This design comes from an exercise in tuning for small area on the open sky130 flow, not from production work.
In this exercise RTL edits were held to simulation tests only and were not proved equivalent to the original.
The clock port is modelled as an ideal driver; clocking choices that lean on that would not hold on a real chip.
Power and IR drop assume default switching activity.

File: flow/config.mk
export PLATFORM = sky130hd
export DESIGN_NAME = ecc_hamming_secded_faulty_memory
export DESIGN_NICKNAME = ecc_hamming_secded_faulty_memory
export VERILOG_FILES = /design/flow/design.v
export SDC_FILE = /design/flow/constraint.sdc
export NUM_CORES = 4
export LEC_CHECK = 0
export CAP_MARGIN = 20
export CORE_MARGIN = 2
export CORE_UTILIZATION = 40
export SLEW_MARGIN = 20
File: flow/constraint.sdc
create_clock -name core_clock -period 8.0 [get_ports {clk}]
set_input_delay 1.6000 -clock core_clock [delete_from_list [all_inputs] [get_ports {clk}]]
set_output_delay 1.6000 -clock core_clock [all_outputs]
set_load 0.01 [all_outputs]
File: flow/design.v
module hamming_secded_encoder;
endmodule
module mem_secded (
    input        clk,
    input        rst,
    input        wr_en,
    input  [3:0] addr,
    input  [7:0] data_in,
    output [7:0] data_out
);
    reg [7:0]  mem [0:15];
    reg [15:0] valid;
    wire [3:0] lo = 4'd1 << addr[1:0];
    wire [3:0] hi = 4'd1 << addr[3:2];
    integer i;
    reg [7:0] rd;
    reg [15:0] wsel;
    always @(*) begin
        rd = 8'd0;
        for (i = 0; i < 16; i = i + 1) begin
            wsel[i] = wr_en & hi[i/4] & lo[i%4];
            rd = rd | ({8{valid[i] & hi[i/4] & lo[i%4]}} & mem[i]);
        end
    end
    always @(posedge clk) begin
        for (i = 0; i < 16; i = i + 1)
            if (wsel[i])
                mem[i] <= data_in;
    end
    always @(posedge clk or posedge rst) begin
        if (rst)
            valid <= 16'd0;
        else
            valid <= valid | wsel;
    end
    assign data_out = rd;
endmodule
module two_bit_fault_injector
(
    input  [3:0] fault_bit_addr1,
    input  [3:0] fault_bit_addr2,
    input        fault_en,
    input        is_two_bit_fault,
    output [7:0] data_flip,
    output       single_error_corrected,
    output       double_error_detected
);
    wire v1 = fault_en && (fault_bit_addr1 <= 4'd12);
    wire v2 = fault_en && is_two_bit_fault && (fault_bit_addr2 <= 4'd12);
    wire two = v1 && v2 && (fault_bit_addr1 != fault_bit_addr2);
    assign double_error_detected  = two;
    assign single_error_corrected = (v1 || v2) && !two;
    wire [15:0] sel1 = 16'd1 << fault_bit_addr1;
    wire [15:0] sel2 = 16'd1 << fault_bit_addr2;
    wire [15:0] hit  = (sel1 | sel2) & {16{two}};
    assign data_flip = {hit[12], hit[11], hit[10], hit[9],
                        hit[7],  hit[6],  hit[5],  hit[3]};
endmodule
module hamming_secded_decoder(
    input  [7:0] in_data,
    input  [7:0] data_flip,
    output [7:0] out_data
);
    assign out_data = in_data ^ data_flip;
endmodule
module ecc_hamming_secded_faulty_memory(
    input clk,
    input rst,
    input [7:0] input_data,
    input [3:0] input_addr,
    input wr_en,
    input [3:0] fault_addr1,
    input [3:0] fault_addr2,
    input fault_enable,
    input two_bit_fault_enable,
    output [7:0] output_data,
    output single_bit_error_corrected,
    output double_bit_error_detected
);
    wire [7:0] word;
    wire [7:0] flip;
    mem_secded memory(
        .clk(clk),
        .rst(rst),
        .wr_en(wr_en),
        .addr(input_addr),
        .data_in(input_data),
        .data_out(word)
    );
    two_bit_fault_injector injector (
        .fault_bit_addr1(fault_addr1),
        .fault_bit_addr2(fault_addr2),
        .fault_en(fault_enable),
        .is_two_bit_fault(two_bit_fault_enable),
        .data_flip(flip),
        .single_error_corrected(single_bit_error_corrected),
        .double_error_detected(double_bit_error_detected)
    );
    hamming_secded_decoder decoder (
        .in_data(word),
        .data_flip(flip),
        .out_data(output_data)
    );
endmodule
File: flow/flow/run.sh
#!/bin/bash
# Standard ORFS layout (the standard.sh, standard synthesis) with:
#  - every logic cell swapped for its smallest variant after floorplan
#    (timing repair upsizes again where needed),
#  - port buffers of the smallest buffer cell,
#  - a clock tree of small clock buffers and no dummy loads.
set -euo pipefail
W="$(cd "$(dirname "$0")/.." && pwd)"
cd "$W"
bash standard.sh \
  "POST_FLOORPLAN_TCL=$W/flow/downsize.tcl" \
  "BUFFER_PORTS_ARGS=-buffer_cell sky130_fd_sc_hd__buf_1" \
  "CTS_ARGS=-sink_clustering_enable -repair_clock_nets -dont_use_dummy_load -buf_list {sky130_fd_sc_hd__clkbuf_4 sky130_fd_sc_hd__clkbuf_8} " \
  finish > make_finish.log 2>&1
File: flow/flow/downsize.tcl
# Swap every combinational cell and buffer for the smallest-area cell of the
# same function (the _0/_1 variant of its family). Timing repair later in the
# flow upsizes again wherever timing, slew or capacitance needs it.
set db [ord::get_db]
set n 0
foreach inst [[ord::get_db_block] getInsts] {
  set m [[$inst getMaster] getName]
  if {![regexp {^(sky130_fd_sc_hd__[a-z0-9]+)_([0-9]+)$} $m -> base drv]} { continue }
  if {[regexp {df|dl|edf|sdf|tap|fill|decap|conb|clk} $base]} { continue }
  set best ""
  set best_area 1e9
  foreach d {0 1 2} {
    set mm [$db findMaster ${base}_$d]
    if {$mm eq "NULL"} { continue }
    set a [expr {[$mm getWidth] * [$mm getHeight]}]
    if {$a < $best_area} { set best_area $a; set best ${base}_$d }
  }
  set cur [$inst getMaster]
  if {$best ne "" && $best ne $m && $best_area < [$cur getWidth] * [$cur getHeight]} {
    replace_cell [$inst getName] $best
    incr n
  }
}
puts "downsize: replaced $n cells"
File: flow/standard.sh
#!/bin/bash
# synth_recipe.tcl (not shown) runs the flow's synth.tcl, then flattens the netlist and writes it again
# the make line also repeats each setting of config.mk as NAME=value (left out here)
make -C /OpenROAD-flow-scripts/flow DESIGN_CONFIG=/design/flow/config.mk WORK_HOME=/design/flow/orfs CLKGATE_MAP_FILE= SYNTH_SCRIPT=/design/flow/synth_recipe.tcl "${@:-finish}"
==> out/metrics.csv, run 1 <==
metric,value,unit
pin count of the biggest net entering global routing,17,
die area,15380,um2
CTS buffer count,17,
"Data arrival, critical path",3.60,ns
first-pass GRT wire length,20.07,mm
Worst Hold Class,reg2reg,
row cnt,43,
highest clock rate,192.2,MHz
RSZ-0062 raised after global routing,no,
FILL cells,1287,
Antenna Nets Post-Route,0,
worst vdd ir,0.1114,mV
Setup-failing EPs final,0,
actual slew at the worst max-slew pin,1.033,ns
fin crit period,5.202,ns
GPL Wtd Cong,0.8694,
Setup WS post-layout,2.798,ns
CTS tree,built,
DRC,0,
WS Path Type,in2out,
Worst Path Max Fanout,8,
drt pass-1 iters,6,
crit path capture type,primary output,
Final Hold Viols,0,
Max Slew Vio Count,0,
synthesis-to-layout area growth,6.560,%
final worst-path cycle share,65.03,%
max cap viols,0,
hold_buf cts,0,
syn_area_per_cell,16.00,um2
worst skew pair latency,0.42,ns
DRT iter0 DRCs,294,
Port Buf Inserts,34,
die height,124.0,um
drt via density,5.804,
initial antenna violation count,0,
final wirelength,13.56,mm
cts repair resizes,0,
yosys warns,2,
gr usage total,18.69,%
P per Cell Area,222.9,nW/um2
Hold WS,0.4568,ns
Seq cells post-synth,144,
P_leak,1.967,nW
area share of the largest cell type after synthesis,66.72,%
clock root buffer,clkbuf_8,
Fin Setup TNS,0,ns
max_slew headroom,30.90,%
Area contributors post-synth,"edfxtp_1 (67%), dfrtp_1 (7.0%), a22o_1 (3.8%), a221oi_2 (2.9%), a22oi_1 (2.7%)",
"Clk pin slew, worst setup/hold paths",0.05,ns
Mapped Area,5761,um2
H-tree depth,4,
dpl hpwl,9.199,mm
worst slack at placement,2.802,ns
"Req. time, crit path",6.40,ns
"area leader, netlist",edfxtp_1,
register area,4244,um2
Mapped Cells,360,
Max clock buf depth,2,
Core ar.,13990,um2
DR vias,3349,
post-synthesis sequential area ratio,73.68,%
Die Wd,124.0,um
Layout Skew,0,ns
postcts setup bufs,0,
initial core utilization,41.18,%
WL/cell,23.50,um
I/O pins,35,
Clock Sinks,144,
vias in the first global route,3447,
Synth cell types,34,
diodes inserted,0,
outcome,"complete, no violations",
CP Launch Type,input pin,
Multi-input gate area,1281,um2
layout cells sized above 1,9.320,%
total gr overflow,0,
NumNets Final,424,
Synth Net Count,385,
-- cells in the final DEF, fill, tap and decap left out, types with 2 or more instances in the layout --
master      n
buf_6       2
nand2_1    19
dfrtp_1    16
xnor2_1     5
clkbuf_8   17
o21ai_0     3
o22ai_1     6
edfxtp_1  128
a221oi_1   15
nor4_1      2
nor2_1     27
a22o_1     25
xor2_1      7
and3_1     16
nor2b_1     4
nand4_1     9
nor3_1      5
a22oi_1    24
buf_1      34
nand2b_1    9
or2_2      17
-- state kept, by name, indices dropped and copies added (netlist names) --
signal,flops
memory.mem,128
memory.valid,16
-- synthesized netlist by cell type --
| cell | number |
|---|---|
| nor3_1 | 4 |
| or2b_1 | 1 |
| xor2_1 | 7 |
| and3_1 | 13 |
| inv_1 | 1 |
| nand4_1 | 9 |
| buf_6 | 5 |
| nor4_4 | 1 |
| a22oi_1 | 21 |
| edfxtp_1 | 128 |
| nor3_2 | 1 |
| a221oi_1 | 4 |
| o211ai_1 | 1 |
| o22ai_1 | 6 |
| o21ai_0 | 3 |
| buf_2 | 7 |
| nand2_1 | 18 |
| buf_4 | 1 |
| xnor2_1 | 5 |
| dfrtp_1 | 16 |
| a21oi_1 | 1 |
| and2_1 | 1 |
| nand2_2 | 1 |
| nor2_1 | 28 |
| and3_4 | 3 |
| clkbuf_1 | 3 |
| nor2b_1 | 4 |
| a22o_1 | 25 |
| nand2b_1 | 9 |
| or2_2 | 17 |
| nor4_1 | 1 |
| and2_4 | 1 |
| a221oi_2 | 11 |
| a22oi_2 | 3 |
-- layer usage --
layer	GRT usage (%)	up-vias	share of wire, %
met4	7.444	0	2.1
met5	0	-	0
met2	30.32	155	48
met3	4.808	28	6.5
li1	-	1478	-
met1	24.14	1688	44
-- kinds of logic (layout without fill, tap and decap cells) --
family | Yosys count | in the layout | synth area share (%)
buf+inv | 17 | 54 | 1.976
compound gates | 75 | 75 | 11.79
flops | 144 | 144 | 73.68
simple gates | 112 | 112 | 10.73
xor+xnor | 12 | 12 | 1.824
-- stage by stage --
step,area [um2],power (W),std cells,util [%]
2_1_floorplan,5761,0.0009369,360,-
3_3_place_gp,5879,0.0009765,558,42.03
3_5_place_dp,5879,0.0009787,558,42.03
4_1_cts,6113,0.001376,575,43.70
5_1_grt,6138,0.001411,577,43.88
6_report,6138,0.001368,577,43.88
-- worst paths after layout --
| check | start | endpoint | slack, ns | cells past startpoint |
|---|---|---|---|---|
| hold / removal | memory.valid[4] | memory.valid[4] | 0.46 | 1 |
| max in group asynchronous | rst | memory.valid[14] | 6.35 | 2 |
| setup / recovery | input_addr[0] | output_data[1] | 2.80 | 8 |
| min in group asynchronous | rst | memory.valid[15] | 1.22 | 2 |
| hold reg to reg | memory.valid[4] | memory.valid[4] | 0.46 | 1 |
| setup reg to reg | memory.valid[5] | memory.valid[5] | 7.19 | 1 |
-- power by group --
part / switching, W / total, W / internal [W] / leakage, nW
registers: 0.0000112 / 0.000859 / 0.000847 / 1.32
logic: 0.0000680 / 0.000105 / 0.0000366 / 0.525
clock network: 0.000218 / 0.000405 / 0.000187 / 0.122
-- worst max-delay path, stage by stage --
cell,delay [ns]
buf_1,0.22
nor2_1,0.15
and3_1,0.34
a22o_1,0.28
a221oi_1,0.36
nand4_1,0.24
xnor2_1,0.23
buf_1,0.18
-- layout make-up --
| class | count | share of cell area, % |
|---|---|---|
| clock buffers | 17 | 3.812 |
| inverters | 1 | 0.06115 |
| multi-input cells | 199 | 20.87 |
| flip-flops and latches | 144 | 69.14 |
| well taps | 180 | 3.669 |
| repair buffers | 36 | 2.446 |
==> run 2, diff against run 1 <==
==> flow/run.sh (new file) <==
#!/bin/bash
# synth_recipe.tcl (not shown) runs the flow's synth.tcl, then flattens the netlist and writes it again
# the make line also repeats each setting of config.mk as NAME=value (left out here)
make -C /OpenROAD-flow-scripts/flow DESIGN_CONFIG=/design/flow/config.mk WORK_HOME=/design/flow/orfs CLKGATE_MAP_FILE= SYNTH_SCRIPT=/design/flow/synth_recipe.tcl finish
removed: flow/flow/run.sh
removed: flow/flow/downsize.tcl
removed: flow/standard.sh
==> out/metrics.csv, run 2 <==
metric,value,unit
outcome,"complete, no violations",
die height,124.0,um
RSZ-0062 raised after global routing,no,
Antenna Nets Post-Route,0,
commonest cells in the netlist,"edfxtp_1 (128), nor2_1 (28), a22o_1 (25), a22oi_1 (21), nand2_1 (18)",
Min-Delay Endpoint,memory.valid[0],
Setup-failing EPs final,0,
Worst Path Max Fanout,8,
initial core utilization,41.18,%
P per Cell Area,274.7,nW/um2
P_leak,2.285,nW
Synth Net Count,385,
min-delay src,memory.valid[0],
Clock Sinks,144,
Final Hold Viols,0,
pin count of the biggest net entering global routing,17,
CP Launch Type,input pin,
postcts setup bufs,0,
reg2reg path depth,1,
syn_area_per_cell,16.00,um2
Worst R2R Setup Slack,7.20,ns
Seq cells post-synth,144,
"Data arrival, critical path",4.23,ns
max cap viols,0,
Port Buf Inserts,34,
Top reg by flops,memory.mem,
worst vdd ir,0.1526,mV
"count leader, synth",edfxtp_1,
DRC,0,
row cnt,43,
CTS buffer count,17,
first-pass GRT wire length,19.84,mm
Post-synth EDFFs,128,
layout cells sized above 1,16.59,%
yosys warns,2,
GPL Wtd Cong,0.8605,
DRT iter0 DRCs,239,
"Req. time, crit path",6.40,ns
diodes inserted,0,
WS Path Type,in2out,
CTS tree,built,
drt pass-1 iters,5,
cts repair resizes,0,
dpl hpwl,9.155,mm
highest clock rate,171.6,MHz
max_slew headroom,25.73,%
reg2reg end,memory.valid[1],
drt via density,5.576,
total gr overflow,0,
Mapped Area,5761,um2
Layout Skew,0,ns
"most common cell after layout, fill and taps aside",edfxtp_1,
Worst Hold Class,reg2reg,
area share of the largest cell type after synthesis,66.72,%
final worst-path cycle share,72.84,%
most frequent cells in the layout,"edfxtp_1 (128), clkdlybuf4s50_1 (34), nor2_1 (28)",
Pwr Total,0.001897,W
H-tree depth,4,
final wirelength,13.26,mm
Die Wd,124.0,um
clock root buffer,clkbuf_16,
Largest register FFs,128,
actual slew at the worst max-slew pin,1.110,ns
largest registers,"memory.mem (128), memory.valid (16)",
gr usage total,18.54,%
hold_buf cts,0,
top_reg_cell synth,edfxtp_1,
FILL cells,1174,
Max clock buf depth,2,
synthesis-to-layout area growth,19.87,%
fin crit period,5.827,ns
Synth cell types,34,
Fin Setup TNS,0,ns
WL/cell,22.47,um
vias in the first global route,3372,
ys async rst share,11.11,%
I/O pins,35,
Core ar.,13990,um2
initial antenna violation count,0,
Area contributors post-synth,"edfxtp_1 (67%), dfrtp_1 (7.0%), a22o_1 (3.8%), a221oi_2 (2.9%), a22oi_1 (2.7%)",
RR Startpoint,memory.valid[1],
post-synthesis sequential area ratio,73.68,%
crit path capture type,primary output,
"Clk pin slew, worst setup/hold paths",0.06,ns
"area leader, netlist",edfxtp_1,
NumNets Final,422,
WHS Path Cells,1,
Mapped Cells,360,
DR vias,3290,
Max Slew Vio Count,0,
die area,15380,um2
worst skew pair latency,0.41,ns
## run 2: cell counts after synthesis
Identical to the previous run, type by type.
## run 2: cells by family (layout without fill, tap and decap cells)
family	count (synthesis)	count (layout)	share of synthesized area, %
buf+inv	17	67	1.976
compound gates	75	75	11.79
flops	144	144	73.68
simple gates	112	112	10.73
xor+xnor	12	12	1.824
## run 2: worst max path at each step
stage / from / to / cells after the start
after global routing: input_addr[0] / output_data[0] / 8
final: input_addr[0] / output_data[7] / 8
after global placement: input_addr[0] / output_data[3] / 8
after detailed placement: input_addr[0] / output_data[3] / 8
after floorplan: input_addr[2] / output_data[2] / 7
after CTS: input_addr[0] / output_data[3] / 8
## run 2: through the flow
| stage | util [%] | cell area [um2] | hold WS [ns] | std cells | setup slack (ns) |
|---|---|---|---|---|---|
| global placement | 44.44 | 6216 | 0.4546 | 558 | 2.247 |
| CTS | 49.36 | 6905 | 0.4601 | 590 | 2.177 |
| floorplan | - | 5761 | 0.4302 | 360 | 3.567 |
| finish | 49.36 | 6905 | 0.4582 | 590 | 2.173 |
| global route | 49.36 | 6905 | 0.4635 | 590 | 2.109 |
| detailed placement | 44.44 | 6216 | 0.4450 | 558 | 2.189 |
## run 2: layout make-up
type                            count  area (um2)  area share [%]
Multi-Input combinational cell    199        1403           20.31
Clock buffer                       18       429.2           6.215
Inverter                            1       3.754         0.05436
Clock inverter                     14       260.3           3.769
Tap cell                          180       225.2           3.261
Timing Repair Buffer               34       340.3           4.928
Sequential cell                   144        4244           61.46
## run 2: metal layers
layer  global-route usage [%]  part of all wire, %  vias to the layer above
li1                         -                    -                     1493
met1                    23.80                   42                     1646
met3                    4.533                  6.1                       24
met4                    6.180                  2.0                        0
met5                        0                    0                        -
met2                    30.98                   50                      127
## run 2: worst max-delay path, cell delays in order
cell             delay (ns)
clkdlybuf4s50_1        0.53
nor2b_1                0.22
and3_1                 0.34
a22oi_1                0.35
nand4_1                0.14
nor2_1                 0.32
xor2_1                 0.17
clkdlybuf4s50_1        0.55
## run 2: power by group
part,switching (W),internal (W),total (W)
clock network,0.000295,0.000617,0.000912
logic,0.0000685,0.0000578,0.000126
registers,0.0000111,0.000848,0.000859
==> run 3, diff against run 2 <==
==> flow/flow/run.sh (new file) <==
#!/bin/bash
# Standard ORFS layout (the standard.sh, standard synthesis) with:
#  - port buffers of the smallest buffer cell,
#  - a clock tree of small clock buffers and no dummy loads.
set -euo pipefail
cd "$(dirname "$0")/.."
bash standard.sh \
  "BUFFER_PORTS_ARGS=-buffer_cell sky130_fd_sc_hd__buf_1" \
  "CTS_ARGS=-sink_clustering_enable -repair_clock_nets -dont_use_dummy_load -buf_list {sky130_fd_sc_hd__clkbuf_2 sky130_fd_sc_hd__clkbuf_4 sky130_fd_sc_hd__clkbuf_8}" \
  finish > make_finish.log 2>&1
==> flow/standard.sh (new file) <==
#!/bin/bash
# synth_recipe.tcl (not shown) runs the flow's synth.tcl, then flattens the netlist and writes it again
# the make line also repeats each setting of config.mk as NAME=value (left out here)
make -C /OpenROAD-flow-scripts/flow DESIGN_CONFIG=/design/flow/config.mk WORK_HOME=/design/flow/orfs CLKGATE_MAP_FILE= SYNTH_SCRIPT=/design/flow/synth_recipe.tcl "${@:-finish}"
removed: flow/run.sh
==> out/metrics.csv, run 3 <==
metric,value,unit
die height,124.0,um
min-delay src,memory.valid[0],
cts repair resizes,0,
max_slew headroom,28.09,%
Largest register FFs,128,
H-tree depth,4,
GPL Wtd Cong,0.8145,
final worst-path cycle share,62.50,%
Core ar.,13990,um2
gr busiest metal,met2,
highest clock rate,200.0,MHz
Top reg by flops,memory.mem,
Post-Synth Adder-Cell Area,0,%
pin count of the biggest net entering global routing,17,
Pwr Total,0.001371,W
Max Slew Vio Count,0,
clock root buffer,clkbuf_8,
Seq cells post-synth,144,
fin area,6237,um2
Switching Power,0.0002969,W
layout cells sized above 1,13.92,%
Comb power frac,7.8,%
vias in the first global route,3267,
P per Cell Area,219.7,nW/um2
yosys warns,2,
worst-path cell chain,"buf_1, nor2_1, and3_1, a22oi_1, nand4_1, nor2_1, xor2_1, buf_1",
Die Wd,124.0,um
met2 capacity usage during global routing,30.49,%
"Clk pin slew, worst setup/hold paths",0.06,ns
Final Hold Viols,0,
"most common cell after layout, fill and taps aside",edfxtp_1,
total gr overflow,0,
worst vdd ir,0.1012,mV
"area leader, netlist",edfxtp_1,
diodes inserted,0,
postcts setup bufs,0,
CP Launch Type,input pin,
synthesis-to-layout area growth,8.275,%
FILL cells,1268,
die area,15380,um2
P_leak,1.988,nW
crit path capture type,primary output,
CP Buf/Inv Count,2,
Switching Fraction,21.67,%
worst skew pair latency,0.43,ns
ys async rst share,11.11,%
post-synthesis sequential area ratio,73.68,%
met1 layer usage reported by global route,23.93,%
drt pass-1 iters,5,
hold_buf cts,0,
Area contributors post-synth,"edfxtp_1 (67%), dfrtp_1 (7.0%), a22o_1 (3.8%), a221oi_2 (2.9%), a22oi_1 (2.7%)",
Antenna Nets Post-Route,0,
WS Path Type,in2out,
syn_area_per_cell,16.00,um2
Max stage delay on crit path,0.35,ns
Crit-path slowest cell,and3_1,
largest family of logic cells by synthesized area,compound AO/OA/AOI/OAI gates,
top_reg_cell synth,edfxtp_1,
"Req. time, crit path",6.40,ns
Clock Sinks,144,
DRC,0,
I/O pins,35,
final wirelength,13.07,mm
post-synthesis xor/xnor area fraction,1.825,%
Internal,0.001074,W
Synth cell types,34,
Hold WS,0.4588,ns
dpl hpwl,9.232,mm
drt via density,5.656,
proportion of synthesized area in mux cells,0,%
fin crit period,5.000,ns
Worst Path Max Fanout,8,
initial antenna violation count,0,
"Data arrival, critical path",3.40,ns
max cap viols,0,
RSZ-0062 raised after global routing,no,
Compound-Gate Fraction of Synth Area,11.79,%
area share of the largest cell type after synthesis,66.72,%
DR vias,3252,
Post-synth EDFFs,128,
first-pass GRT wire length,19.55,mm
sequential share of power,62.6,%
RR Startpoint,memory.valid[14],
commonest cells in the netlist,"edfxtp_1 (128), nor2_1 (28), a22o_1 (25), a22oi_1 (21), nand2_1 (18)",
Worst Hold Class,reg2reg,
"count leader, synth",edfxtp_1,
row cnt,43,
actual slew at the worst max-slew pin,1.075,ns
Synth Net Count,385,
WL/cell,22.74,um
CTS tree,built,
worst setup path startpoint,input_addr[0],
DRT iter0 DRCs,297,
Layout Skew,0,ns
NumNets Final,422,
largest delay contributor family on the critical path,simple AND/OR/NAND/NOR gates,
initial core utilization,41.18,%
Max clock buf depth,2,
Mapped Cells,360,
Fin Setup TNS,0,ns
Clock power frac,29.5,%
gr usage total,18.47,%
outcome,"complete, no violations",
most frequent cells in the layout,"edfxtp_1 (128), buf_1 (34), nor2_1 (28)",
M3 GR Usage,3.755,%
Post-Synth Simple-Gate Area,10.73,%
Port Buf Inserts,34,
largest registers,"memory.mem (128), memory.valid (16)",
Post-DP Area,6003,um2
CTS buffer count,17,
Setup-failing EPs final,0,
Mapped Area,5761,um2
[run 3: cell count changes in the layout (fill, tap and decap cells not counted), sizes merged]
cell | previous run | this run
inv | 3 | 1
clkdlybuf4s50 | 34 | 0
bufinv | 7 | 0
clkbuf | 18 | 17
clkinvlp | 2 | 0
clkinv | 3 | 0
buf | 0 | 34
[run 3: cell type report]
type	instances	area (um2)	share of cell area [%]
repair buffers	34	127.6	2.046
inverters	1	3.754	0.06018
well taps	180	225.2	3.611
clock buffers	17	234.0	3.751
multi-input cells	199	1403	22.49
flip-flops and latches	144	4244	68.04
[run 3: cells by family after synthesis]
kind of cell,count (synthesis)
and+or+nand+nor,112
xor gates and xnor gates,12
DFF,144
AOI/OAI and AO/OA,75
buffers and inverters,17
[run 3: power groups by stage]
stage	clock, W	combinational (W)	sequential, W
global route	0.000440	0.000119	0.000861
finish	0.000404	0.000107	0.000859
CTS	0.000416	0.000109	0.000859
detailed placement	0	0.000109	0.000875
global placement	0	0.000106	0.000875
floorplan	0	0.0000676	0.000869
[run 3: worst paths after layout]
check,depth (start not counted),end,slack [ns]
worst min register to register,1,memory.valid[0],0.46
worst min-delay path,1,memory.valid[0],0.46
worst max register to register,1,memory.valid[14],7.19
max in group asynchronous,2,memory.valid[5],6.37
min in group asynchronous,2,memory.valid[2],1.21
worst max-delay path,8,output_data[7],3.00
[run 3: through the flow]
stage | instances | worst slack [ns] | util [%]
floorplan | 360 | 3.567 | -
detailed placement | 558 | 2.937 | 42.92
finish | 575 | 3.000 | 44.59
CTS | 575 | 2.940 | 44.59
global route | 575 | 2.859 | 44.59
global placement | 558 | 2.999 | 42.92
[run 3: per-layer routing]
metal / routed length, um / vias to the layer above
met5: 0 / -
met4: 220 / 0
met3: 655 / 22
met2: 6601 / 115
met1: 5596 / 1636
li1: - / 1479
==> run 4, diff against run 3 <==
==> flow/flow/run.sh (replaced) <==
#!/bin/bash
# Standard ORFS layout (the standard.sh, standard synthesis) with:
#  - every logic cell swapped for its smallest variant after floorplan
#    (timing repair upsizes again where needed),
#  - port buffers of the smallest buffer cell,
#  - a clock tree of small clock buffers and no dummy loads, its leaf
#    buffers then sized to the smallest that keeps clock-pin slew in limits.
set -euo pipefail
W="$(cd "$(dirname "$0")/.." && pwd)"
cd "$W"
bash standard.sh \
  "POST_FLOORPLAN_TCL=$W/flow/downsize.tcl" \
  "POST_CTS_TCL=$W/flow/cts_fix.tcl" \
  "BUFFER_PORTS_ARGS=-buffer_cell sky130_fd_sc_hd__buf_1" \
  "CTS_ARGS=-sink_clustering_enable -repair_clock_nets -dont_use_dummy_load -buf_list {sky130_fd_sc_hd__clkbuf_4} " \
  finish > make_finish.log 2>&1
==> flow/flow/cts_fix.tcl (new file) <==
# Resize the clock tree's leaf buffers: the smallest clock buffer whose
# flip-flop clock pins all see a slew below the target.
proc clk_leaf_slew { inst } {
  set on [[$inst findITerm X] getNet]
  set s 0
  foreach it [$on getITerms] {
    if {[$it getInst] eq $inst} { continue }
    set pn "[[$it getInst] getName]/[[$it getMTerm] getName]"
    set sl [get_property [get_pins $pn] slew_max]
    if {$sl > $s} { set s $sl }
  }
  return $s
}
set target 0.105
set sizes {sky130_fd_sc_hd__clkbuf_2 sky130_fd_sc_hd__clkbuf_4 sky130_fd_sc_hd__clkbuf_8 sky130_fd_sc_hd__clkbuf_16}
estimate_parasitics -placement
foreach inst [[ord::get_db_block] getInsts] {
  set m [[$inst getMaster] getName]
  if {![string match sky130_fd_sc_hd__clkbuf_* $m]} { continue }
  # leaf buffers only: those driving flip-flop clock pins
  set leaf 0
  foreach it [[[$inst findITerm X] getNet] getITerms] {
    if {[[$it getMTerm] getName] eq "CLK"} { set leaf 1 }
  }
  if {!$leaf} { continue }
  foreach c $sizes {
    replace_cell [$inst getName] $c
    estimate_parasitics -placement
    if {[clk_leaf_slew $inst] < $target} { break }
  }
  puts "cts_fix: [$inst getName] $m -> [[$inst getMaster] getName] slew [clk_leaf_slew $inst]"
}
detailed_placement
check_placement -verbose
estimate_parasitics -placement
==> flow/flow/downsize.tcl (new file) <==
# Swap every combinational cell and buffer for the smallest-area cell of the
# same function (the _0/_1 variant of its family). Timing repair later in the
# flow upsizes again wherever timing, slew or capacitance needs it.
set db [ord::get_db]
set n 0
foreach inst [[ord::get_db_block] getInsts] {
  set m [[$inst getMaster] getName]
  if {![regexp {^(sky130_fd_sc_hd__[a-z0-9]+)_([0-9]+)$} $m -> base drv]} { continue }
  if {[regexp {df|dl|edf|sdf|tap|fill|decap|conb|clk} $base]} { continue }
  set best ""
  set best_area 1e9
  foreach d {0 1 2} {
    set mm [$db findMaster ${base}_$d]
    if {$mm eq "NULL"} { continue }
    set a [expr {[$mm getWidth] * [$mm getHeight]}]
    if {$a < $best_area} { set best_area $a; set best ${base}_$d }
  }
  set cur [$inst getMaster]
  if {$best ne "" && $best ne $m && $best_area < [$cur getWidth] * [$cur getHeight]} {
    replace_cell [$inst getName] $best
    incr n
  }
}
puts "downsize: replaced $n cells"
==> out/metrics.csv, run 4 <==
metric,value,unit
crit path capture type,primary output,
vias in the first global route,3439,
Clock Sinks,144,
initial antenna violation count,0,
largest delay contributor family on the critical path,simple AND/OR/NAND/NOR gates,
reg2reg end,memory.valid[5],
gr usage total,18.71,%
min-delay src,memory.valid[4],
first-pass GRT wire length,20.07,mm
Setup-failing EPs final,0,
Crit-path slowest cell,a221oi_1,
Layout Skew,0,ns
most frequent cells in the layout,"edfxtp_1 (128), buf_1 (34), nor2_1 (27)",
Mapped Cells,360,
"count leader, synth",edfxtp_1,
RSZ-0062 raised after global routing,no,
layout cells sized above 1,9.320,%
CTS tree,built,
I/O pins,35,
Mapped Area,5761,um2
Final Util,43.30,%
GPL Wtd Cong,0.8694,
Largest register FFs,128,
dpl hpwl,9.199,mm
Worst R2R Setup Slack,7.18,ns
actual slew at the worst max-slew pin,1.060,ns
final cell count without fillers,577,
Post-DP Area,5879,um2
WL/cell,23.36,um
initial core utilization,41.18,%
Seq cells post-synth,144,
row cnt,43,
WS Path Type,in2out,
top_reg_cell synth,edfxtp_1,
CP Launch Type,input pin,
P_leak,1.933,nW
Worst Hold Class,reg2reg,
Synth Net Count,385,
max_slew headroom,29.09,%
final worst-path cycle share,65.65,%
outcome,"complete, no violations",
Max Slew Vio Count,0,
"Top cell by count, worst path",buf_1,
max cap viols,0,
Synth cell types,34,
synthesis-to-layout area growth,5.148,%
worst skew pair latency,0.48,ns
"Req. time, crit path",6.40,ns
Fin Setup TNS,0,ns
fin crit period,5.252,ns
cell count after placement,558,
reg2reg path depth,1,
Final Hold Viols,0,
syn_area_per_cell,16.00,um2
Area contributors post-synth,"edfxtp_1 (67%), dfrtp_1 (7.0%), a22o_1 (3.8%), a221oi_2 (2.9%), a22oi_1 (2.7%)",
"most common cell after layout, fill and taps aside",edfxtp_1,
worst-path cell chain,"buf_1, nor2_1, and3_1, a22o_1, a221oi_1, nand4_1, xnor2_1, buf_1",
final wirelength,13.48,mm
Top reg by flops,memory.mem,
commonest cells in the netlist,"edfxtp_1 (128), nor2_1 (28), a22o_1 (25), a22oi_1 (21), nand2_1 (18)",
NumNets Final,424,
Worst Path Max Fanout,8,
largest registers,"memory.mem (128), memory.valid (16)",
"area leader, netlist",edfxtp_1,
worst vdd ir,0.09957,mV
DRT iter0 DRCs,260,
Post-synth EDFFs,128,
drt via density,5.740,
ys async rst share,11.11,%
diodes inserted,0,
P per Cell Area,212.4,nW/um2
"Clk pin slew, worst setup/hold paths",0.07,ns
drt pass-1 iters,5,
CP Buf/Inv Count,2,
RR Startpoint,memory.valid[5],
die height,124.0,um
fin area,6057,um2
post-synthesis sequential area ratio,73.68,%
DRC,0,
Min-Delay Endpoint,memory.valid[4],
area share of the largest cell type after synthesis,66.72,%
WHS Path Cells,1,
Antenna Nets Post-Route,0,
pin count of the biggest net entering global routing,17,
Port Buf Inserts,34,
Core ar.,13990,um2
die area,15380,um2
"Data arrival, critical path",3.65,ns
highest clock rate,190.4,MHz
total gr overflow,0,
Max stage delay on crit path,0.42,ns
yosys warns,2,
Die Wd,124.0,um
DR vias,3312,
run 4: cell count changes in the layout (fill, tap and decap cells not counted), sizes merged:
cell / before / now
buf: 34 / 36
run 4: report_power, final:
part / switching, W / total (W) / internal (W) / leakage, nW
clock network: 0.000206 / 0.000324 / 0.000118 / 0.0886
registers: 0.0000112 / 0.000857 / 0.000846 / 1.32
logic: 0.0000680 / 0.000105 / 0.0000366 / 0.525
run 4: how the worst max path moves through the flow:
stage / to / startpoint / slack [ns] / depth (start not counted)
floorplan: output_data[2] / input_addr[2] / 3.57 / 7
global placement: output_data[1] / input_addr[0] / 2.84 / 8
detailed placement: output_data[1] / input_addr[0] / 2.80 / 8
global route: output_data[1] / input_addr[0] / 2.69 / 8
finish: output_data[1] / input_addr[0] / 2.75 / 8
run 4: cell type report:
type,instances,area [um2]
Sequential cell,144,4244
Multi-Input combinational cell,199,1281
Timing Repair Buffer,36,150.1
Fill cell,1294,7931
Tap cell,180,225.2
Inverter,1,3.754
Clock buffer,17,152.6
run 4: layer usage:
layer  part of all wire, %  vias to the layer above  global-route usage [%]
met3                   6.7                       17                   5.174
li1                      -                     1479                       -
met5                     0                        -                       0
met4                   1.6                        0                   6.390
met1                    43                     1667                   24.23
met2                    49                      149                   30.53
run 4: cell families after synthesis:
logic type	Yosys count	synth area share, %
flops	144	73.68
compound gates	75	11.79
simple gates	112	10.73
xor+xnor	12	1.824
buf+inv	17	1.976
run 4: per-stage QoR:
stage | setup slack (ns) | power (W) | hold WS, ns
2_1_floorplan | 3.567 | 0.0009369 | 0.4302
3_3_place_gp | 2.843 | 0.0009765 | 0.4491
3_5_place_dp | 2.802 | 0.0009787 | 0.4465
5_1_grt | 2.692 | 0.001331 | 0.4756
6_report | 2.748 | 0.001286 | 0.4632
==> run 5, diff against run 4 <==
==> flow/flow/run.sh (replaced) <==
#!/bin/bash
# Layout flow:
#  1. the standard synthesis (standard.sh synth);
#  2. the combinational cells of that netlist re-mapped for area by Yosys/ABC
#     (flow/remap.tcl); the flip-flops are left exactly as synthesis made them;
#  3. the standard ORFS steps from floorplan on (standard.sh finish), with
#     - every logic cell swapped for its smallest variant after floorplan
#       (timing repair upsizes again where needed),
#     - port buffers of the smallest buffer cell,
#     - a clock tree of small clock buffers and no dummy loads, its leaf
#       buffers then sized to the smallest that keeps clock-pin slew in limits.
# Each tool's output goes to a log file in this folder.
set -euo pipefail
W="$(cd "$(dirname "$0")/.." && pwd)"
cd "$W"
RES="$W/orfs/results/sky130hd/ecc_hamming_secded_faulty_memory/base"
PLAT="$FLOW_HOME/platforms/sky130hd"

bash standard.sh synth > make_synth.log 2>&1

cp "$RES/1_2_yosys.v" "$W/standard_synth.v"
YOSYS="$FLOW_HOME/../tools/install/yosys/bin/yosys"
[[ -x "$YOSYS" ]] || YOSYS=yosys
export REMAP_LIB="$PLAT/lib/sky130_fd_sc_hd__tt_025C_1v80.lib"
export REMAP_NETLIST="$RES/1_2_yosys.v"
export DESIGN_NAME="$FLOW_TOP"
export DONT_USE_CELLS="$(sed -n '/^export DONT_USE_CELLS += \\/,/[^\\]$/p' "$PLAT/config.mk" | sed 's/export DONT_USE_CELLS += //; s/\\//g' | tr -s ' \n' ' ')"
export REMAP_FLOPS="$(grep -oE '^\s*sky130_fd_sc_hd__(df|edf|sdf|dl)\w*' "$REMAP_NETLIST" | tr -d ' ' | sort -u | tr '\n' ' ')"
"$YOSYS" -c "$W/flow/remap.tcl" > remap.log 2>&1

bash standard.sh \
  "POST_FLOORPLAN_TCL=$W/flow/downsize.tcl" \
  "POST_CTS_TCL=$W/flow/cts_fix.tcl" \
  "BUFFER_PORTS_ARGS=-buffer_cell sky130_fd_sc_hd__buf_1" \
  "CTS_ARGS=-sink_clustering_enable -repair_clock_nets -dont_use_dummy_load -buf_list {sky130_fd_sc_hd__clkbuf_4}" \
  finish > make_finish.log 2>&1
==> flow/flow/remap.tcl (new file) <==
# Re-map the combinational logic of the standard synthesis netlist for area.
# The flip-flops are kept as they are (same instances, names and cell types);
# every other cell is expanded to its logic function and mapped again by ABC
# with an area-oriented script.
yosys -import
set lib $::env(REMAP_LIB)
set netlist $::env(REMAP_NETLIST)
read_liberty -ignore_miss_func $lib
# flip-flop cells stay black boxes so that flatten keeps them
foreach ff [split $::env(REMAP_FLOPS) " "] {
  if {$ff ne ""} { setattr -mod -set blackbox 1 $ff }
}
read_verilog $netlist
hierarchy -top $::env(DESIGN_NAME)
flatten
hierarchy -top $::env(DESIGN_NAME)
delete t:\$scopeinfo
yosys rename -hide w:_*_.*
opt_clean
set du {}
foreach c $::env(DONT_USE_CELLS) { lappend du -dont_use $c }
abc -liberty $lib {*}$du -script "+&get,-n;&st;&dch,-f;&nf,-R,1000;&put;topo"
read_liberty -lib -overwrite $lib
setundef -zero
splitnets
opt_clean -purge
hilomap -singleton -hicell sky130_fd_sc_hd__conb_1 HI -locell sky130_fd_sc_hd__conb_1 LO
insbuf -buf sky130_fd_sc_hd__buf_4 A X
check -assert -mapped
stat -liberty $lib
write_verilog -noattr -nohex -nodec $netlist
==> out/metrics.csv, run 5 <==
metric,value,unit
Multi-input gate area,1214,um2
Fin Setup TNS,0,ns
"most common cell after layout, fill and taps aside",edfxtp_1,
M3 GR Usage,5.991,%
P per Cell Area,213.1,nW/um2
met2 capacity usage during global routing,30.61,%
CP Launch Type,input pin,
"Data arrival, critical path",3.71,ns
fin crit period,5.314,ns
WHS Path Cells,1,
met1 layer usage reported by global route,27.19,%
final worst-path cycle share,66.43,%
Setup WS post-layout,2.686,ns
Mapped Area,5456,um2
Clock Sinks,144,
"Req. time, crit path",6.40,ns
RSZ-0062 raised after global routing,no,
outcome,"complete, no violations",
reg2reg path depth,1,
worst vdd ir,0.1224,mV
Top reg by flops,memory.mem,
Die Wd,120.8,um
final cell count without fillers,564,
die height,120.8,um
DRT iter0 DRCs,514,
yosys warns,2,
Mapped Cells,333,
NumNets Final,415,
worst slack at placement,2.747,ns
cell count after placement,546,
diodes inserted,0,
Synth Net Count,358,
drt via density,6.020,
gr usage total,20.22,%
Antenna Nets Post-Route,0,
layout cells sized above 1,5.928,%
vias in the first global route,3413,
row cnt,42,
Final Hold Viols,0,
drt pass-1 iters,8,
initial antenna violation count,1,
CTS tree,built,
I/O pins,35,
initial core utilization,41.04,%
final wirelength,13.93,mm
actual slew at the worst max-slew pin,1.143,ns
DR vias,3395,
largest registers,"memory.mem (128), memory.valid (16)",
die area,14590,um2
first-pass GRT wire length,20.58,mm
P_leak,1.869,nW
gr busiest metal,met2,
max_slew headroom,23.50,%
crit path capture type,primary output,
Layout Skew,0,ns
dpl hpwl,9.072,mm
Worst Path Max Fanout,8,
Core ar.,13300,um2
Worst Hold Class,reg2reg,
total gr overflow,0,
Setup-failing EPs final,0,
WL/cell,24.70,um
worst skew pair latency,0.50,ns
DRC,0,
GPL Wtd Cong,0.9572,
max cap viols,0,
Port Buf Inserts,34,
"Clk pin slew, worst setup/hold paths",0.07,ns
synthesis-to-layout area growth,9.700,%
register area,4244,um2
Pwr Total,0.001275,W
Max Slew Vio Count,0,
highest clock rate,188.2,MHz
pin count of the biggest net entering global routing,17,
syn_area_per_cell,16.39,um2
Largest register FFs,128,
WS Path Type,in2out,
most frequent cells in the layout,"edfxtp_1 (128), buf_1 (34), nand2_1 (23), a22oi_1 (23), a222oi_1 (22)",
FILL cells,1181,
Hold WS,0.4784,ns
## run 5: layer usage
layer	vias to the layer above	share of wire [%]
li1	1465	-
met2	206	47
met1	1699	40
met3	25	11
met5	-	0
met4	0	2.4
## run 5: through the flow
step / instance area, um2 / utilization [%]
6_report: 5986 / 45.02
5_1_grt: 5986 / 45.02
3_5_place_dp: 5827 / 43.83
3_3_place_gp: 5819 / 43.77
2_1_floorplan: 5456 / -
## run 5: final cells by class
type / count / share of cell area (%)
flip-flops and latches: 144 / 70.90
multi-input cells: 188 / 20.28
repair buffers: 38 / 2.634
inverters: 1 / 0.06271
clock buffers: 17 / 2.446
well taps: 176 / 3.679
## run 5: path summary, 6_finish.rpt
kind | from | end | slack (ns)
hold reg to reg | memory.valid[5] | memory.valid[5] | 0.48
max in group asynchronous | rst | memory.valid[14] | 6.65
setup / recovery | input_addr[1] | output_data[5] | 2.69
min in group asynchronous | rst | memory.valid[13] | 1.02
setup reg to reg | memory.valid[14] | memory.valid[14] | 7.25
hold / removal | memory.valid[5] | memory.valid[5] | 0.48
## run 5: worst max-delay path, cell delays in order
cell,delay [ns]
buf_1,0.23
nor2b_1,0.13
and3_1,0.34
a222oi_1,0.43
nand4_1,0.24
a211oi_1,0.40
xor2_1,0.19
buf_1,0.16
## run 5: power by group
part	total, W	internal (W)	switching [W]
Clock	0.000318	0.000113	0.000206
Combinational	0.0000994	0.0000319	0.0000675
Sequential	0.000858	0.000846	0.0000114
Total	0.00128	0.000991	0.000284
==> run 6, diff against run 5 <==
--- a/flow/config.mk
+++ b/flow/config.mk
@@ -5,7 +5,7 @@
 export SDC_FILE = /design/flow/constraint.sdc
 export NUM_CORES = 4
 export LEC_CHECK = 0
-export CAP_MARGIN = 20
+export CAP_MARGIN = 0
 export CORE_MARGIN = 2
 export CORE_UTILIZATION = 40
-export SLEW_MARGIN = 20
+export SLEW_MARGIN = 0
==> out/metrics.csv, run 6 <==
metric,value,unit
outcome,"complete, no violations",
die height,120.8,um
final wirelength,13.93,mm
Worst Hold Class,reg2reg,
RR Startpoint,memory.valid[7],
FILL cells,1156,
met3 WL post-DR,1.154,mm
P_leak,1.864,nW
NumNets Final,413,
max_slew headroom,17.09,%
final worst-path cycle share,66.34,%
yosys warns,2,
Setup WS post-layout,2.693,ns
Setup-failing EPs final,0,
Comb power frac,7.6,%
Die Wd,120.8,um
worst skew pair latency,0.52,ns
WL met2,6.492,mm
first-pass GRT wire length,20.80,mm
Antenna Nets Post-Route,0,
DR vias,3325,
Layout Skew,0,ns
Largest register FFs,128,
syn_area_per_cell,16.39,um2
Final Util,44.97,%
Clock power frac,25.6,%
Port Buf Inserts,34,
Max Slew Vio Count,0,
initial antenna violation count,0,
worst vdd ir,0.1208,mV
Met1 Wirelength,5.960,mm
Final Hold Viols,0,
Mapped Area,5456,um2
I/O pins,35,
"most common cell after layout, fill and taps aside",edfxtp_1,
CP Launch Type,input pin,
Top reg by flops,memory.mem,
Hold WS,0.4808,ns
actual slew at the worst max-slew pin,1.239,ns
RSZ-0062 raised after global routing,no,
DRC,0,
"Req. time, crit path",6.40,ns
die area,14590,um2
top layer in use,met4,
"Clk pin slew, worst setup/hold paths",0.08,ns
Pwr Total,0.001286,W
worst setup path startpoint,input_addr[1],
drt via density,5.916,
Switching Fraction,22.14,%
fin crit period,5.307,ns
vias in the first global route,3425,
GPL Wtd Cong,0.9572,
P per Cell Area,215.1,nW/um2
synthesis-to-layout area growth,9.562,%
Core ar.,13300,um2
min-delay src,memory.valid[5],
WL/cell,24.78,um
row cnt,42,
Switching Power,0.0002847,W
DRT iter0 DRCs,456,
Clock Sinks,144,
pin count of the biggest net entering global routing,17,
Mapped Cells,333,
total gr overflow,0,
most frequent cells in the layout,"edfxtp_1 (128), buf_1 (34), nand2_1 (23), a22oi_1 (23)",
WS Path Type,in2out,
CTS tree,built,
worst slack at placement,2.731,ns
diodes inserted,0,
Fin Setup TNS,0,ns
initial core utilization,41.04,%
sequential share of power,66.7,%
crit path capture type,primary output,
Worst Path Max Fanout,8,
Synth Net Count,358,
gr usage total,20.37,%
"Data arrival, critical path",3.71,ns
highest clock rate,188.4,MHz
max cap viols,0,
Internal,0.001001,W
dpl hpwl,9.089,mm
largest registers,"memory.mem (128), memory.valid (16)",
drt pass-1 iters,5,
layout cells sized above 1,4.922,%
run 6: per-layer routing:
metal / vias up / GRT usage, %
met5: - / 0
met4: 0 / 7.558
met3: 28 / 6.038
met2: 158 / 31.11
met1: 1675 / 27.71
li1: 1464 / -
run 6: worst paths after layout:
check / endpoint / slack, ns / cells after the start
min in group asynchronous: memory.valid[0] / 1.02 / 2
worst max register to register: memory.valid[7] / 7.25 / 1
worst max-delay path: output_data[0] / 2.69 / 9
max in group asynchronous: memory.valid[15] / 6.67 / 2
worst min register to register: memory.valid[5] / 0.48 / 1
worst min-delay path: memory.valid[5] / 0.48 / 1
run 6: cell type report:
cell class	instances	area [um2]	share of cell area, %
flip-flops and latches	144	4244	70.99
multi-input cells	188	1209	20.22
well taps	176	220.2	3.684
clock buffers	17	158.9	2.658
repair buffers	36	142.6	2.386
inverters	1	3.754	0.06279
run 6: critical path, cell delays in order:
cell and delay (ns):
buf_1 0.24, nor2_1 0.13, and3_1 0.35, a222oi_1 0.43
nand3_1 0.13, a221oi_1 0.32, nand4_1 0.18, xnor2_1 0.16
buf_1 0.17
run 6: power by group through the flow:
stage	Combinational [W]	Clock (W)	Sequential [W]
global placement	0.0000956	0	0.000875
finish	0.0000980	0.000330	0.000858
floorplan	0.0000545	0	0.000869
global route	0.000109	0.000370	0.000861
detailed placement	0.0000984	0	0.000875
run 6: stage by stage:
stage / std cells / area (um2)
global route: 562 / 5978
floorplan: 333 / 5456
global placement: 545 / 5819
detailed placement: 545 / 5819
finish: 562 / 5978
==> run 7, diff against run 6 <==
--- a/flow/config.mk
+++ b/flow/config.mk
@@ -7,5 +7,5 @@
 export LEC_CHECK = 0
 export CAP_MARGIN = 0
 export CORE_MARGIN = 2
-export CORE_UTILIZATION = 40
+export CORE_UTILIZATION = 60
 export SLEW_MARGIN = 0
==> out/metrics.csv, run 7 <==
metric,value,unit
outcome,"complete, no violations",
Setup-failing EPs final,0,
fin crit period,5.355,ns
drt pass-1 iters,6,
Antenna Nets Post-Route,0,
RSZ-0062 raised after global routing,no,
die area,9873,um2
max_slew headroom,9.603,%
WS Path Type,in2out,
min-delay src,memory.valid[11],
CTS tree,built,
Final Hold Viols,0,
syn_area_per_cell,16.39,um2
DR vias,3354,
GPL Wtd Cong,0.8811,
FILL cells,635,
synthesis-to-layout area growth,7.384,%
register area,4244,um2
first-pass GRT wire length,19.48,mm
final worst-path cycle share,66.94,%
Multi-input gate area,1209,um2
fin area,5859,um2
die height,99.37,um
Hold WS,0.4846,ns
row cnt,34,
reg2reg path depth,1,
"Data arrival, critical path",3.76,ns
Largest register FFs,128,
"most common cell after layout, fill and taps aside",edfxtp_1,
Clock Sinks,144,
actual slew at the worst max-slew pin,1.351,ns
worst-path cell chain,"buf_1, and2_0, and3_1, a222oi_1, nand3_1, a221oi_1, nand4_1, xnor2_1, buf_1",
Min-Delay Endpoint,memory.valid[11],
Worst R2R Setup Slack,7.26,ns
Crit-path slowest cell,and3_1,
WHS Path Cells,1,
P_leak,1.845,nW
crit path capture type,primary output,
I/O pins,35,
Synth Net Count,358,
max cap viols,0,
initial antenna violation count,0,
worst skew pair latency,0.50,ns
Post-DP Area,5719,um2
pin count of the biggest net entering global routing,17,
"Req. time, crit path",6.40,ns
dpl hpwl,8.357,mm
yosys warns,2,
Die Wd,99.37,um
Max stage delay on crit path,0.40,ns
vias in the first global route,3242,
Worst Path Max Fanout,8,
Mapped Area,5456,um2
DRT iter0 DRCs,424,
Top reg by flops,memory.mem,
Mapped Cells,333,
Port Buf Inserts,34,
WL/cell,26.55,um
highest clock rate,186.7,MHz
total gr overflow,0,
Fin Setup TNS,0,ns
CP Launch Type,input pin,
layout cells sized above 1,4.427,%
largest registers,"memory.mem (128), memory.valid (16)",
final wirelength,13.06,mm
Max Slew Vio Count,0,
RR Startpoint,memory.valid[4],
NumNets Final,411,
DRC,0,
CP Buf/Inv Count,2,
"Clk pin slew, worst setup/hold paths",0.10,ns
reg2reg end,memory.valid[4],
gr usage total,28.60,%
diodes inserted,0,
P per Cell Area,215.5,nW/um2
worst vdd ir,0.1401,mV
"Top cell by count, worst path",buf_1,
largest delay contributor family on the critical path,simple AND/OR/NAND/NOR gates,
Core ar.,8763,um2
Layout Skew,0,ns
Worst Hold Class,reg2reg,
drt via density,6.817,
initial core utilization,62.26,%
most frequent cells in the layout,"edfxtp_1 (128), buf_1 (34), nand2_1 (23), a22oi_1 (23)",
## run 7: worst max path at each step
stage / startpoint / to / slack [ns] / cells past startpoint
after floorplan: fault_addr2[0] / output_data[0] / 3.35 / 5
after global placement: input_addr[0] / output_data[0] / 2.74 / 9
after detailed placement: input_addr[0] / output_data[0] / 2.70 / 9
after global routing: input_addr[0] / output_data[0] / 2.48 / 9
final: input_addr[0] / output_data[0] / 2.64 / 9
## run 7: where the power goes
group,internal (W),leakage [nW],switching [W]
sequential,0.000846,1.32,0.0000107
clock,0.000108,0.0834,0.000203
combinational,0.0000315,0.442,0.0000641
## run 7: layer usage
layer,GRT usage (%),vias to the layer above,wire (um)
li1,-,1452,-
met2,43.71,229,6352
met4,8.957,0,235
met3,7.309,24,1454
met5,0,-,0
met1,41.38,1649,5018
## run 7: layout make-up
type | count | share of cell area [%]
Sequential cell | 144 | 72.43
Multi-Input combinational cell | 188 | 20.63
Clock buffer | 17 | 2.392
Tap cell | 108 | 2.306
Timing Repair Buffer | 34 | 2.178
Inverter | 1 | 0.06406
## run 7: metrics by stage
step           util (%)   power, W  std cells  worst slack, ns
2_1_floorplan         -  0.0009230        333            3.345
3_3_place_gp      65.26  0.0009667        475            2.738
3_5_place_dp      65.26  0.0009686        475            2.704
5_1_grt           66.86   0.001309        492            2.476
6_report          66.86   0.001263        492            2.645
==> run 8, diff against run 7 <==
--- a/flow/flow/cts_fix.tcl
+++ b/flow/flow/cts_fix.tcl
@@ -11,7 +11,7 @@
   }
   return $s
 }
-set target 0.105
+set target 0.115
 set sizes {sky130_fd_sc_hd__clkbuf_2 sky130_fd_sc_hd__clkbuf_4 sky130_fd_sc_hd__clkbuf_8 sky130_fd_sc_hd__clkbuf_16}
 estimate_parasitics -placement
 foreach inst [[ord::get_db_block] getInsts] {
==> out/metrics.csv, run 8 <==
metric,value,unit
outcome,"complete, no violations",
WL/cell,26.54,um
I/O pins,35,
Core ar.,8763,um2
pin count of the biggest net entering global routing,17,
worst skew pair latency,0.51,ns
Worst Hold Class,reg2reg,
register area,4244,um2
highest clock rate,187.0,MHz
dpl hpwl,8.357,mm
gr usage total,28.60,%
Antenna Nets Post-Route,0,
final wirelength,13.06,mm
crit path capture type,primary output,
Mapped Cells,333,
die height,99.37,um
Final Hold Viols,0,
WS Path Type,in2out,
Fin Setup TNS,0,ns
Clock Sinks,144,
Top reg by flops,memory.mem,
Max Slew Vio Count,0,
FILL cells,637,
largest registers,"memory.mem (128), memory.valid (16)",
P_leak,1.844,nW
fin crit period,5.348,ns
Layout Skew,0,ns
layout cells sized above 1,4.427,%
total gr overflow,0,
synthesis-to-layout area growth,7.246,%
first-pass GRT wire length,19.48,mm
DRT iter0 DRCs,424,
Mapped Area,5456,um2
max cap viols,0,
syn_area_per_cell,16.39,um2
NumNets Final,411,
row cnt,34,
most frequent cells in the layout,"edfxtp_1 (128), buf_1 (34), nand2_1 (23), a22oi_1 (23)",
Setup-failing EPs final,0,
RSZ-0062 raised after global routing,no,
yosys warns,2,
"Req. time, crit path",6.40,ns
worst vdd ir,0.1394,mV
GPL Wtd Cong,0.8811,
CP Launch Type,input pin,
Largest register FFs,128,
DRC,0,
"Clk pin slew, worst setup/hold paths",0.11,ns
"Data arrival, critical path",3.75,ns
CTS tree,built,
Synth Net Count,358,
initial antenna violation count,0,
max_slew headroom,13.82,%
final cell count without fillers,492,
drt via density,6.801,
vias in the first global route,3242,
DR vias,3346,
Multi-input gate area,1209,um2
Worst Path Max Fanout,8,
initial core utilization,62.26,%
actual slew at the worst max-slew pin,1.288,ns
Port Buf Inserts,34,
drt pass-1 iters,5,
final worst-path cycle share,66.85,%
die area,9873,um2
diodes inserted,0,
P per Cell Area,215.0,nW/um2
Die Wd,99.37,um
"most common cell after layout, fill and taps aside",edfxtp_1,
cell count after placement,475,
-- run 8: report_power, final --
| part | internal (W) | switching (W) |
|---|---|---|
| Sequential | 0.000846 | 0.0000104 |
| Clock | 0.000100 | 0.000206 |
| Combinational | 0.0000315 | 0.0000639 |
-- run 8: area by class of cell --
| cell class | instances | share of cell area [%] |
|---|---|---|
| multi-input combinational | 188 | 20.65 |
| timing repair buffer | 34 | 2.181 |
| inverter | 1 | 0.06414 |
| tap | 108 | 2.309 |
| sequential | 144 | 72.53 |
| clock buffer | 17 | 2.266 |
-- run 8: final timing paths --
| kind | startpoint | to | slack (ns) | cells after the start |
|---|---|---|---|---|
| setup / recovery | input_addr[0] | output_data[0] | 2.65 | 9 |
| hold reg to reg | memory.valid[3] | memory.valid[3] | 0.49 | 1 |
| hold / removal | memory.valid[3] | memory.valid[3] | 0.49 | 1 |
| min in group asynchronous | rst | memory.valid[9] | 1.02 | 2 |
| max in group asynchronous | rst | memory.valid[14] | 6.65 | 2 |
| setup reg to reg | memory.valid[7] | memory.valid[7] | 7.27 | 1 |
-- run 8: critical path: stages --
cell	delay (ns)
buf_1	0.14
and2_0	0.23
and3_1	0.40
a222oi_1	0.38
nand3_1	0.13
a221oi_1	0.34
nand4_1	0.18
xnor2_1	0.17
buf_1	0.16
-- run 8: layer usage --
| metal | routed length, um | vias up | GRT usage (%) |
|---|---|---|---|
| met5 | 0 | - | 0 |
| met2 | 6326 | 218 | 43.71 |
| met1 | 5131 | 1649 | 41.38 |
| met3 | 1333 | 25 | 7.309 |
| met4 | 265 | 0 | 8.957 |
| li1 | - | 1454 | - |
-- run 8: stage by stage --
stage	hold WS (ns)	power (W)	instance area, um2	setup WS, ns	util, %
2_1_floorplan	0.4345	0.0009230	5456	3.345	-
3_3_place_gp	0.4536	0.0009667	5719	2.738	65.26
3_5_place_dp	0.4617	0.0009686	5719	2.704	65.26
5_1_grt	0.5122	0.001302	5852	2.476	66.78
6_report	0.4854	0.001258	5852	2.652	66.78
==> run 9, diff against run 8 <==
--- a/flow/config.mk
+++ b/flow/config.mk
@@ -7,5 +7,6 @@
 export LEC_CHECK = 0
 export CAP_MARGIN = 0
 export CORE_MARGIN = 2
-export CORE_UTILIZATION = 60
+export CORE_UTILIZATION = 75
+export PLACE_DENSITY = 0.85
 export SLEW_MARGIN = 0
==> out/metrics.csv, run 9 <==
metric,value,unit
outcome,"complete, no violations",
Max Slew Vio Count,0,
final wirelength,12.59,mm
Clock Sinks,144,
vias in the first global route,3200,
WS Path Type,in2out,
Setup-failing EPs final,0,
synthesis-to-layout area growth,6.994,%
fin crit period,5.266,ns
CP Launch Type,input pin,
drt pass-1 iters,6,
diodes inserted,0,
Max stage delay on crit path,0.44,ns
Port Buf Inserts,34,
dpl hpwl,8.374,mm
Synth Net Count,358,
reg2reg end,memory.valid[6],
Die Wd,89.30,um
die area,7974,um2
Post-DP Area,5708,um2
Worst Path Max Fanout,8,
worst slack at placement,2.772,ns
"Req. time, crit path",6.40,ns
Switching Fraction,22.17,%
P_leak,1.844,nW
Worst Hold Class,reg2reg,
Setup WS post-layout,2.734,ns
Internal,0.0009756,W
WHS Path Cells,1,
Antenna Nets Post-Route,0,
Mapped Area,5456,um2
yosys warns,2,
"Clk pin slew, worst setup/hold paths",0.10,ns
I/O pins,35,
initial core utilization,76.46,%
Worst R2R Setup Slack,7.25,ns
worst skew pair latency,0.52,ns
Mapped Cells,333,
max_slew headroom,18.61,%
largest registers,"memory.mem (128), memory.valid (16)",
die height,89.30,um
Comb power frac,7.7,%
crit path capture type,primary output,
cell count after placement,466,
Layout Skew,0,ns
first-pass GRT wire length,18.02,mm
Core ar.,7137,um2
Clock power frac,23.9,%
P per Cell Area,214.7,nW/um2
actual slew at the worst max-slew pin,1.216,ns
worst vdd ir,0.2060,mV
NumNets Final,411,
reg2reg path depth,1,
WL/cell,26.07,um
"most common cell after layout, fill and taps aside",edfxtp_1,
CTS tree,built,
row cnt,31,
DRT iter0 DRCs,650,
Crit-path slowest cell,a222oi_1,
Min-Delay Endpoint,memory.valid[4],
Largest register FFs,128,
total gr overflow,0,
highest clock rate,189.9,MHz
final cell count without fillers,483,
Final Util,81.80,%
Fin Setup TNS,0,ns
min-delay src,memory.valid[4],
max cap viols,0,
Final Hold Viols,0,
GPL Wtd Cong,0.9743,
fin area,5838,um2
"Top cell by count, worst path",buf_1,
RSZ-0062 raised after global routing,no,
Top reg by flops,memory.mem,
most frequent cells in the layout,"edfxtp_1 (128), buf_1 (34), nand2_1 (23), a22oi_1 (23)",
initial antenna violation count,0,
Switching Power,0.0002779,W
RR Startpoint,memory.valid[6],
"Data arrival, critical path",3.67,ns
worst-path cell chain,"buf_1, nor2_1, and3_1, a222oi_1, nand3_1, a221oi_1, nand4_1, xnor2_1, buf_1",
final worst-path cycle share,65.83,%
layout cells sized above 1,4.427,%
gr usage total,33.97,%
sequential share of power,68.4,%
drt via density,7.108,
DR vias,3433,
syn_area_per_cell,16.39,um2
pin count of the biggest net entering global routing,17,
DRC,0,
-- run 9: changes by cell type in the layout (fill, tap and decap cells not counted) --
| cell | before | now |
|---|---|---|
| clkbuf_2 | 3 | 4 |
| clkbuf_4 | 12 | 11 |
-- run 9: how the worst max path moves through the flow --
stage                     slack (ns)              to  cells after the start           start
after global routing            2.54  output_data[0]                      9   input_addr[1]
after detailed placement        2.77  output_data[0]                      9   input_addr[1]
after global placement          2.80  output_data[0]                      9   input_addr[1]
final                           2.73  output_data[0]                      9   input_addr[1]
after floorplan                 3.35  output_data[0]                      5  fault_addr2[0]
-- run 9: through the flow --
stage                     hold WS (ns)  power [W]
after floorplan                 0.4345  0.0009230
after global placement          0.4560  0.0009648
after detailed placement        0.4581  0.0009689
after global routing            0.4996   0.001293
final                           0.4858   0.001253
-- run 9: power groups by stage --
stage          logic [W]  registers [W]  clock network, W
5_1_grt         0.000105       0.000859          0.000328
6_report       0.0000966       0.000857          0.000300
3_3_place_gp   0.0000918       0.000873                 0
3_5_place_dp   0.0000951       0.000874                 0
2_1_floorplan  0.0000545       0.000869                 0
-- run 9: worst max-delay path, delay by kind of cell --
kind / cells / cell delay [ns]
XOR/XNOR: 1 / 0.16
AND/OR/NAND/NOR: 4 / 0.75
buffers and inverters: 2 / 0.38
AO/OA/AOI/OAI: 2 / 0.78
-- run 9: layout make-up --
class                           count  area, um2
Sequential cell                   144       4244
Fill cell                         404       1299
Multi-Input combinational cell    188       1209
Clock buffer                       17      130.1
Timing Repair Buffer               34      127.6
Tap cell                           99      123.9
Inverter                            1      3.754
-- run 9: metal layers --
layer	up-vias	GRT usage [%]	part of all wire (%)
met4	0	15.60	3.4
li1	1458	-	-
met3	37	8.957	14
met2	283	51.38	48
met5	-	0	0
met1	1655	47.50	35

-- port drivers added, routing unchanged --
No port has a modelled driver above. Below, the same layouts with a new extraction and two added sets of constraints.
Step 1 assumes that a clkbuf_16 drives the clock port and a buf_2 every other input.
Step 2 also shifts input and output timing later by t, the mid clock arrival at the registers, as if the neighbouring blocks saw the same clock.
Slacks: ideal ports / drivers / drivers and shift; pairs: ideal ports / drivers.
run | t, ns | setup slack, ns | hold slack, ns
run 1 | 0.448 | 2.798 / 2.775 / 2.775 | 0.457 / 0.457 / 0.457
run 2 | 0.447 | 2.173 / 2.151 / 2.151 | 0.458 / 0.458 / 0.458
run 3 | 0.463 | 3.000 / 2.977 / 2.977 | 0.459 / 0.459 / 0.459
run 4 | 0.533 | 2.748 / 2.725 / 2.725 | 0.463 / 0.463 / 0.463
run 5 | 0.534 | 2.686 / 2.664 / 2.664 | 0.478 / 0.478 / 0.478
run 6 | 0.548 | 2.693 / 2.667 / 2.667 | 0.481 / 0.481 / 0.481
run 7 | 0.524 | 2.645 / 2.624 / 2.624 | 0.485 / 0.485 / 0.485
run 8 | 0.530 | 2.652 / 2.631 / 2.631 | 0.485 / 0.485 / 0.485
run 9 | 0.528 | 2.734 / 2.711 / 2.711 | 0.486 / 0.486 / 0.486
After both steps every run listed still meets setup and hold. For run 6, which loses most, drivers alone change the setup slack by -0.026 ns; drivers and shift together by -0.026 ns.
